Background: an optimization exercise with open tools, aiming at small area. Do not read the settings as production practice.
RTL that was checked went through simulation tests only; none was proved equivalent to the original.
No driver is modelled on the clock port, so clock power and skew are understated where the tree is cut down; a real chip needs a root buffer or a tree.
Power and IR drop assume default switching activity.

==> module recursive_ma_fir, before the edit <==
module recursive_ma_fir(
	input logic clk, input logic reset_n,
	input  logic signed [15:0] d,
	output logic signed [15:0] q_8tap,
	output logic signed [15:0] q_rma
	);
	localparam int SK = 14;
	localparam int YK = 12;
	logic [15:0] del [6:0];
	logic [15:0] n7;     
	integer i;
	logic [2:0] st, st_n;
	always_comb
		case (st)
			3'b000:  st_n = 3'b111;
			3'b111:  st_n = 3'b001;
			3'b001:  st_n = 3'b101;
			3'b101:  st_n = 3'b100;
			3'b100:  st_n = 3'b110;
			3'b110:  st_n = 3'b010;
			3'b010:  st_n = 3'b011;
			default: st_n = 3'b011;
		endcase
	always_ff@(posedge clk)
		if (reset_n == 1'b0)
			st <= 3'd0;
		else
			st <= st_n;
	logic m;
	assign m = reset_n & (st == 3'b011);
	logic [15:0] n6;     
	assign n6 = ~({16{m}} & del[6]);
	always_ff@(posedge clk) begin
		del[0] <= d;
		for (i = 1; i <= 6; i = i+1)
			del[i] <= del[i-1];
		n7 <= n6;
	end
	genvar g;
	logic [SK-1:0]  s_lo;      
	logic [18:SK]   s_hi;      
	logic           s_c;       
	logic [18:0]    s;         
	logic [19:SK] ic;
	assign ic[SK] = s_c;
	generate for (g = SK; g < 18; g = g + 1) begin : s_inc
		rma_ha u (.a(s_hi[g]), .b(ic[g]), .s(s[g]), .co(ic[g+1]));
	end endgenerate
	assign s[18] = s_hi[18] ^ ic[18];
	assign s[SK-1:0] = s_lo;
	logic [15:0] db, nb;
	assign db = {~d[15], d[14:0]};
	assign nb = {~n7[15], n7[14:0]};
	logic [15:0] ss, sk;
	generate for (g = 0; g < 16; g = g + 1) begin : s_csa
		rma_fa u (.a(s[g]), .b(db[g]), .c(nb[g]), .s(ss[g]), .co(sk[g]));
	end endgenerate
	logic [SK:0]   lc;
	logic [SK-1:0] lo_n;
	assign lo_n[0] = ~ss[0];
	assign lc[1]   = ss[0];
	generate for (g = 1; g < SK; g = g + 1) begin : s_lo_cpa
		rma_fa u (.a(ss[g]), .b(sk[g-1]), .c(lc[g]), .s(lo_n[g]), .co(lc[g+1]));
	end endgenerate
	logic [16:SK]  hc;
	logic [18:SK]  hi_n;
	rma_ha h0 (.a(ss[SK]), .b(sk[SK-1]), .s(hi_n[SK]), .co(hc[SK+1]));
	generate for (g = SK + 1; g < 16; g = g + 1) begin : s_hi_cpa
		rma_fa u (.a(ss[g]), .b(sk[g-1]), .c(hc[g]), .s(hi_n[g]), .co(hc[g+1]));
	end endgenerate
	assign hi_n[18:16] = s[18:16] + {2'b00, sk[15]} + {2'b00, hc[16]} + 3'b111;
	always_ff@(posedge clk)
		if (reset_n == 1'b0) begin
			s_lo <= '0;
			s_hi <= '0;
			s_c  <= 1'b0;
		end else begin
			s_lo <= lo_n;
			s_hi <= hi_n;
			s_c  <= lc[SK];
		end
	assign q_8tap = s[18:3];
	logic [YK-1:0] y_lo;      
	logic [15:YK]  y_hi;      
	logic          y_c;       
	logic [15:0]   y;         
	logic [16:YK] jc;
	assign jc[YK] = y_c;
	generate for (g = YK; g < 15; g = g + 1) begin : y_inc
		rma_ha u (.a(y_hi[g]), .b(jc[g]), .s(y[g]), .co(jc[g+1]));
	end endgenerate
	assign y[15] = y_hi[15] ^ jc[15];
	assign y[YK-1:0] = y_lo;
	logic c1, c2, c3;
	assign c1 = d[0] | n6[0];
	assign c2 = (d[1] & n6[1]) | (d[1] & c1) | (n6[1] & c1);
	assign c3 = (d[2] & n6[2]) | (d[2] & c2) | (n6[2] & c2);
	logic [12:0] ya, yb, ys, yk;
	assign ya = {~d[15], d[14:3]};
	assign yb = {~n6[15], n6[14:3]};
	generate for (g = 0; g < 13; g = g + 1) begin : y_csa
		rma_fa u (.a(y[g]), .b(ya[g]), .c(yb[g]), .s(ys[g]), .co(yk[g]));
	end endgenerate
	logic [YK:1]   yc;
	logic [YK-1:0] ylo_n;
	rma_ha y0 (.a(ys[0]), .b(c3), .s(ylo_n[0]), .co(yc[1]));
	generate for (g = 1; g < YK; g = g + 1) begin : y_lo_cpa
		rma_fa u (.a(ys[g]), .b(yk[g-1]), .c(yc[g]), .s(ylo_n[g]), .co(yc[g+1]));
	end endgenerate
	logic [13:YK]  yh;
	logic [15:YK]  yhi_n;
	rma_ha y1 (.a(ys[YK]), .b(yk[YK-1]), .s(yhi_n[YK]), .co(yh[YK+1]));
	generate for (g = YK + 1; g < 13; g = g + 1) begin : y_hi_cpa
		rma_fa u (.a(ys[g]), .b(yk[g-1]), .c(yh[g]), .s(yhi_n[g]), .co(yh[g+1]));
	end endgenerate
	assign yhi_n[15:13] = y[15:13] + {2'b00, yk[12]} + {2'b00, yh[13]} + 3'b111;
	always_ff@(posedge clk)
		if (reset_n == 1'b0) begin
			y_lo <= '0;
			y_hi <= '0;
			y_c  <= 1'b0;
		end else begin
			y_lo <= ylo_n;
			y_hi <= yhi_n;
			y_c  <= yc[YK];
		end
	assign q_rma = y;
endmodule
clock: 7.0 ns
lec_check: 0
cap_margin: 20
core_margin: 2
core_utilization: 65
place_density: 0.75
slew_margin: 20
synth_hierarchical: 1
synth_minimum_keep_size: 0
standard.sh (not shown) runs the stock make flow with config.mk's settings and CLKGATE_MAP_FILE= SYNTH_SCRIPT=/design/flow/synth_recipe.tcl, a recipe that flattens the netlist after the stock synthesis.
==> flow/flow/run.sh <==
#!/bin/bash
# The standard layout (standard.sh, with the standard synthesis unchanged)
# with three changes:
# * the port buffers are buf_1 instead of the flow's default delay buffer;
# * clock tree synthesis inserts no dummy loads and builds with clkbuf_8;
# * after CTS, flow/clock_trim.tcl merges and downsizes leaf clock buffers
#   while every flip-flop clock pin keeps its slew well under the limit.
# The full make output goes to flow.log in the work folder; ORFS keeps each
# step's own log under orfs/logs.
set -euo pipefail
here=$(pwd)
bash standard.sh \
  "BUFFER_PORTS_ARGS=-buffer_cell sky130_fd_sc_hd__buf_1" \
  "CTS_ARGS=-sink_clustering_enable -repair_clock_nets -dont_use_dummy_load -buf_list sky130_fd_sc_hd__clkbuf_8" \
  "POST_CTS_TCL=$here/flow/clock_trim.tcl" \
  finish > flow.log 2>&1
Other scripts of this flow, unchanged in this note and not shown: flow/flow/clock_trim.tcl
The starting point finished with timing, DRC and antenna clean.
==> next run, changes <==
--- a/flow/design.v
+++ b/flow/design.v
@@ -7,7 +7,7 @@
 	localparam int SK = 14;
 	localparam int YK = 12;
 	logic [15:0] del [6:0];
-	logic [15:0] n7;     
+	logic [15:0] nb7;    
 	integer i;
 	logic [2:0] st, st_n;
 	always_comb
@@ -29,12 +29,14 @@
 	logic m;
 	assign m = reset_n & (st == 3'b011);
 	logic [15:0] n6;     
-	assign n6 = ~({16{m}} & del[6]);
+	logic [15:0] nb6;    
+	assign n6  = ~({16{m}} & del[6]);
+	assign nb6 = {~n6[15], n6[14:0]};
 	always_ff@(posedge clk) begin
 		del[0] <= d;
 		for (i = 1; i <= 6; i = i+1)
 			del[i] <= del[i-1];
-		n7 <= n6;
+		nb7 <= nb6;
 	end
 	genvar g;
 	logic [SK-1:0]  s_lo;      
@@ -50,7 +52,7 @@
 	assign s[SK-1:0] = s_lo;
 	logic [15:0] db, nb;
 	assign db = {~d[15], d[14:0]};
-	assign nb = {~n7[15], n7[14:0]};
+	assign nb = nb7;
 	logic [15:0] ss, sk;
 	generate for (g = 0; g < 16; g = g + 1) begin : s_csa
 		rma_fa u (.a(s[g]), .b(db[g]), .c(nb[g]), .s(ss[g]), .co(sk[g]));
@@ -97,7 +99,7 @@
 	assign c3 = (d[2] & n6[2]) | (d[2] & c2) | (n6[2] & c2);
 	logic [12:0] ya, yb, ys, yk;
 	assign ya = {~d[15], d[14:3]};
-	assign yb = {~n6[15], n6[14:3]};
+	assign yb = nb6[15:3];
 	generate for (g = 0; g < 13; g = g + 1) begin : y_csa
 		rma_fa u (.a(y[g]), .b(ya[g]), .c(yb[g]), .s(ys[g]), .co(yk[g]));
 	end endgenerate
Outcome: Synthesized area is about the same. Worst setup slack improved by 0.031 ns. Non-clock buffer count decreases by 1. Design area went down slightly. Final cell count shrinks slightly. Clock skew is higher by 0.0051 ns. Power decreases slightly. Fmax rose slightly. Global-route usage went down by 0.72 points. Worst hold slack barely changes. Clock-buffer cell count went up by 1.
The RTL of the first run of this note was laid out without a check of its function.

what the ideal ports hide:
Ports are ideal in the flow. The routed layouts listed here were re-timed in OpenROAD.
Step 1 (the two cells are an assumption about what drives the block):
set clk [get_ports {clk}]
set_driving_cell -lib_cell sky130_fd_sc_hd__clkbuf_16 $clk
set_driving_cell -lib_cell sky130_fd_sc_hd__buf_2 [delete_from_list [all_inputs] $clk]
Step 2 adds t to the input delays and takes it off the output delays; t is the mean of the earliest and latest rising clock arrival at the registers after step 1. Input paths then give back, and output paths get back, about the clock's delay inside the block.
Slacks: no drivers / after step 1 / after step 2; pairs: no drivers / after step 1.
run | t (ns) | setup slack, ns | latest minus earliest clock arrival (ns)
the first run | 0.412 | 0.169 / 0.178 / -0.234 | 0.026 / 0.026
the second run | 0.413 | 0.200 / 0.210 / -0.203 | 0.032 / 0.032
With both steps, setup timing fails in the first run and the second run, where it was met with ideal ports.
